Context: an optimization exercise on an open-source flow, tuned for small area. The choices shown serve that exercise and are no tape-out recipe.
In this exercise RTL edits were held to simulation tests only and were not proved equivalent to the original.
The clock input has no modelled driver; a real chip could not lean on it and would need a root buffer or a full tree.
Power is estimated from default activity; no workload was simulated.

## rev 12
==> flow/design.v (excerpt) <==
module CF_cross
  #(
    parameter NPPC = 4,
    parameter DATA_WIDTH = 24,
    parameter POSITION_WIDTH = 12,
    parameter FFT_LENGTH = 64,
    parameter HEIGHT = 2160
    )
   (
    input [NPPC * DATA_WIDTH-1:0]  VIDEO_IN_tdata,
    input 			   VIDEO_IN_tvalid,
    input 			   VIDEO_IN_tuser,
    input 			   VIDEO_IN_tlast,
    output 			   VIDEO_IN_tready,
    input [POSITION_WIDTH - 1 : 0] xStart,
    input [POSITION_WIDTH - 1 : 0] yStart,
    output [NPPC * DATA_WIDTH-1:0] VIDEO_OUT_tdata,
    output 			   VIDEO_OUT_tvalid,
    output 			   VIDEO_OUT_tuser,
    output 			   VIDEO_OUT_tlast,
    input 			   VIDEO_OUT_tready,
    input 			   s_axis_video_aclk,
    input 			   s_axis_video_aresetn
    );
Size: about 290 cells after synthesis, ~24 flip-flops, about 230 I/O pins.
clock: 7.0 ns
lec_check: 0
cap_margin: 20
core_margin: 2
core_utilization: 55
cts_buf_list: sky130_fd_sc_hd__clkbuf_2 sky130_fd_sc_hd__clkbuf_4
slew_margin: 20
synth_hierarchical: 1
standard.sh (not shown) runs the stock make flow with config.mk's settings and CLKGATE_MAP_FILE= SYNTH_SCRIPT=/design/flow/synth_recipe.tcl, a recipe that flattens the netlist after the stock synthesis.
==> flow/flow/run.sh <==
#!/bin/bash
# Standard ORFS layout (the standard.sh) with these changes:
#  - the port buffers that buffer_ports inserts use the smallest buffer cell;
#  - after floorplan, combinational cells are swapped for their smallest drive strength
#    (flow/downsize.tcl); the later repair steps upsize where timing needs it;
#  - after clock tree synthesis, the clock buffers that drive registers are made clkbuf_8
#    (flow/cts_leaves.tcl) to keep the register clock slew low.
set -euo pipefail
here=$(pwd)
bash standard.sh "BUFFER_PORTS_ARGS=-buffer_cell sky130_fd_sc_hd__buf_1" \
  "POST_FLOORPLAN_TCL=$here/flow/downsize.tcl" \
  "POST_CTS_TCL=$here/flow/cts_leaves.tcl" finish > standard_flow.log 2>&1
Other scripts of this flow, unchanged in this note and not shown: flow/flow/cts_leaves.tcl, flow/flow/downsize.tcl
## Diff of input files: rev 13 against rev 12
- CORE_UTILIZATION: 55 -> 40
### Flow results
[compare] base=rev 12 new=rev 13: register share of the cell area fell 0.19 points; final cell utilization of the core -16 points; wire length higher; final design area excluding fillers up about 1.3%. Against rev 12 as the reference, rev 13 delivers a higher fmax. In the metrics for rev 12 and rev 13, the one carrying the lower area of the die is rev 12. Looking at vias after detailed routing, rev 13 sits below rev 12.

---

Another version of the RTL of CF_cross (not shown whole).
For scale: about 290 cells after synthesis, roughly 230 I/O pins, about 2800 um2 of cells after synthesis.
// CF_cross
module CF_cross
  #(
    parameter NPPC = 4,
    parameter DATA_WIDTH = 24,
    parameter POSITION_WIDTH = 12,
    parameter FFT_LENGTH = 64,
    parameter HEIGHT = 2160
    )
   (
    input [NPPC * DATA_WIDTH-1:0]  VIDEO_IN_tdata,
    input 			   VIDEO_IN_tvalid,
    input 			   VIDEO_IN_tuser,
    input 			   VIDEO_IN_tlast,
    output 			   VIDEO_IN_tready,
    input [POSITION_WIDTH - 1 : 0] xStart,
    input [POSITION_WIDTH - 1 : 0] yStart,
    output [NPPC * DATA_WIDTH-1:0] VIDEO_OUT_tdata,
    output 			   VIDEO_OUT_tvalid,
    output 			   VIDEO_OUT_tuser,
    output 			   VIDEO_OUT_tlast,
    input 			   VIDEO_OUT_tready,
    input 			   s_axis_video_aclk,
    input 			   s_axis_video_aresetn
    );
Settings: LEC_CHECK=0, CAP_MARGIN=20, CORE_MARGIN=2, CORE_UTILIZATION=40, CTS_BUF_LIST=sky130_fd_sc_hd__clkbuf_2 sky130_fd_sc_hd__clkbuf_4, SETUP_SLACK_MARGIN=0.15, SLEW_MARGIN=20, SYNTH_HIERARCHICAL=1; clock period 7.0 ns.
==> flow/flow/cts_leaves.tcl <==
# After clock tree synthesis: clock buffers that drive register clock pins are made
# sky130_fd_sc_hd__clkbuf_8, so the clock slew at the registers stays well under the limit,
# and the dummy loads CTS adds for balancing are removed.
set n 0
set big [get_lib_cells */sky130_fd_sc_hd__clkbuf_8]
foreach inst [[ord::get_db_block] getInsts] {
  set mname [[$inst getMaster] getName]
  if { ![string match "sky130_fd_sc_hd__clkbuf_*" $mname] } { continue }
  if { $mname == "sky130_fd_sc_hd__clkbuf_8" } { continue }
  set drives_reg 0
  foreach it [$inst getITerms] {
    if { ![$it isOutputSignal] } { continue }
    set net [$it getNet]
    if { $net == "NULL" } { continue }
    foreach load [$net getITerms] {
      if { [[$load getMTerm] getName] == "CLK" } { set drives_reg 1 }
    }
  }
  if { $drives_reg } {
    replace_cell [get_cells [$inst getName]] $big
    incr n
  }
}
# the root buffer, driven by the clock port, only drives the leaf buffers
foreach inst [[ord::get_db_block] getInsts] {
  if { [$inst getName] == "clkbuf_0_s_axis_video_aclk" && [[$inst getMaster] getName] != "sky130_fd_sc_hd__clkbuf_2" } {
    replace_cell [get_cells [$inst getName]] [get_lib_cells */sky130_fd_sc_hd__clkbuf_2]
  }
}
puts "cts_leaves: resized $n clock buffers"
# dummy loads that CTS added to balance the clock tree are removed
set nd 0
foreach inst [[ord::get_db_block] getInsts] {
  if { [string match "clkload*" [$inst getName]] } {
    odb::dbInst_destroy $inst
    incr nd
  }
}
puts "cts_leaves: removed $nd dummy loads"
if { $nd > 0 } { incr n }
if { $n > 0 } {
  detailed_placement
  check_placement -verbose
  estimate_parasitics -placement
}
Scripts as last shown in full above: flow/flow/run.sh
Other scripts of this flow, unchanged in this note and not shown: flow/flow/downsize.tcl
The starting point finished clean.
Change:
--- a/flow/flow/cts_leaves.tcl
+++ b/flow/flow/cts_leaves.tcl
@@ -22,10 +22,4 @@
   }
 }
-# the root buffer, driven by the clock port, only drives the leaf buffers
-foreach inst [[ord::get_db_block] getInsts] {
-  if { [$inst getName] == "clkbuf_0_s_axis_video_aclk" && [[$inst getMaster] getName] != "sky130_fd_sc_hd__clkbuf_2" } {
-    replace_cell [get_cells [$inst getName]] [get_lib_cells */sky130_fd_sc_hd__clkbuf_2]
-  }
-}
 puts "cts_leaves: resized $n clock buffers"
 # dummy loads that CTS added to balance the clock tree are removed
--- a/flow/config.mk
+++ b/flow/config.mk
@@ -10,5 +10,4 @@
 export CORE_UTILIZATION = 40
 export CTS_BUF_LIST = sky130_fd_sc_hd__clkbuf_2 sky130_fd_sc_hd__clkbuf_4
-export SETUP_SLACK_MARGIN = 0.15
 export SLEW_MARGIN = 20
 export SYNTH_HIERARCHICAL = 1
=> Total power climbs by about 0.8%; die area does not change; global-route usage is unchanged; count of clock-buffer cells in the layout does not change; wire length barely changes; flip-flop and latch count stays the same; setup slack gets worse by 0.28 ns; hold slack is about the same.

[separate check: timing with driven ports]
The flow's constraints put no driver on any port. The routed layouts listed below were extracted and timed again, unchanged, in two steps. Step 1 sets driving cells, clkbuf_16 on the clock port and buf_2 on the other inputs (assumed; they add their load-dependent delay and slew). Step 2 times the ports against the registers' clock, not the clock port: input delays grow and output delays shrink by t, the midpoint of the rising clock arrivals with the driver on. a / b / c = ideal / step 1 / step 2; a / b = the first two.
| run | t (ns) | setup WS [ns] | hold slack, ns | latest minus earliest clock arrival (ns) | worst register clock-pin slew, ns |
|---|---|---|---|---|---|
| rev 12 | 0.183 | 0.289 / 0.259 / 0.259 | 0.545 / 0.545 / 0.545 | 0.003 / 0.003 | 0.09 / 0.09 |
| rev 13 | 0.181 | 0.458 / 0.438 / 0.438 | 0.549 / 0.549 / 0.549 | 0.003 / 0.002 | 0.09 / 0.09 |
| the first run of note 2 | 0.293 | 0.443 / 0.423 / 0.423 | 0.532 / 0.532 / 0.532 | 0.013 / 0.013 | 0.09 / 0.09 |
| the second run of note 2 | 0.296 | 0.161 / 0.140 / 0.140 | 0.532 / 0.532 / 0.532 | 0.013 / 0.013 | 0.09 / 0.09 |
After both steps setup and hold are still met in every run listed. For rev 12, which loses most, drivers alone change the setup slack by -0.030 ns; drivers and shift together by -0.030 ns.
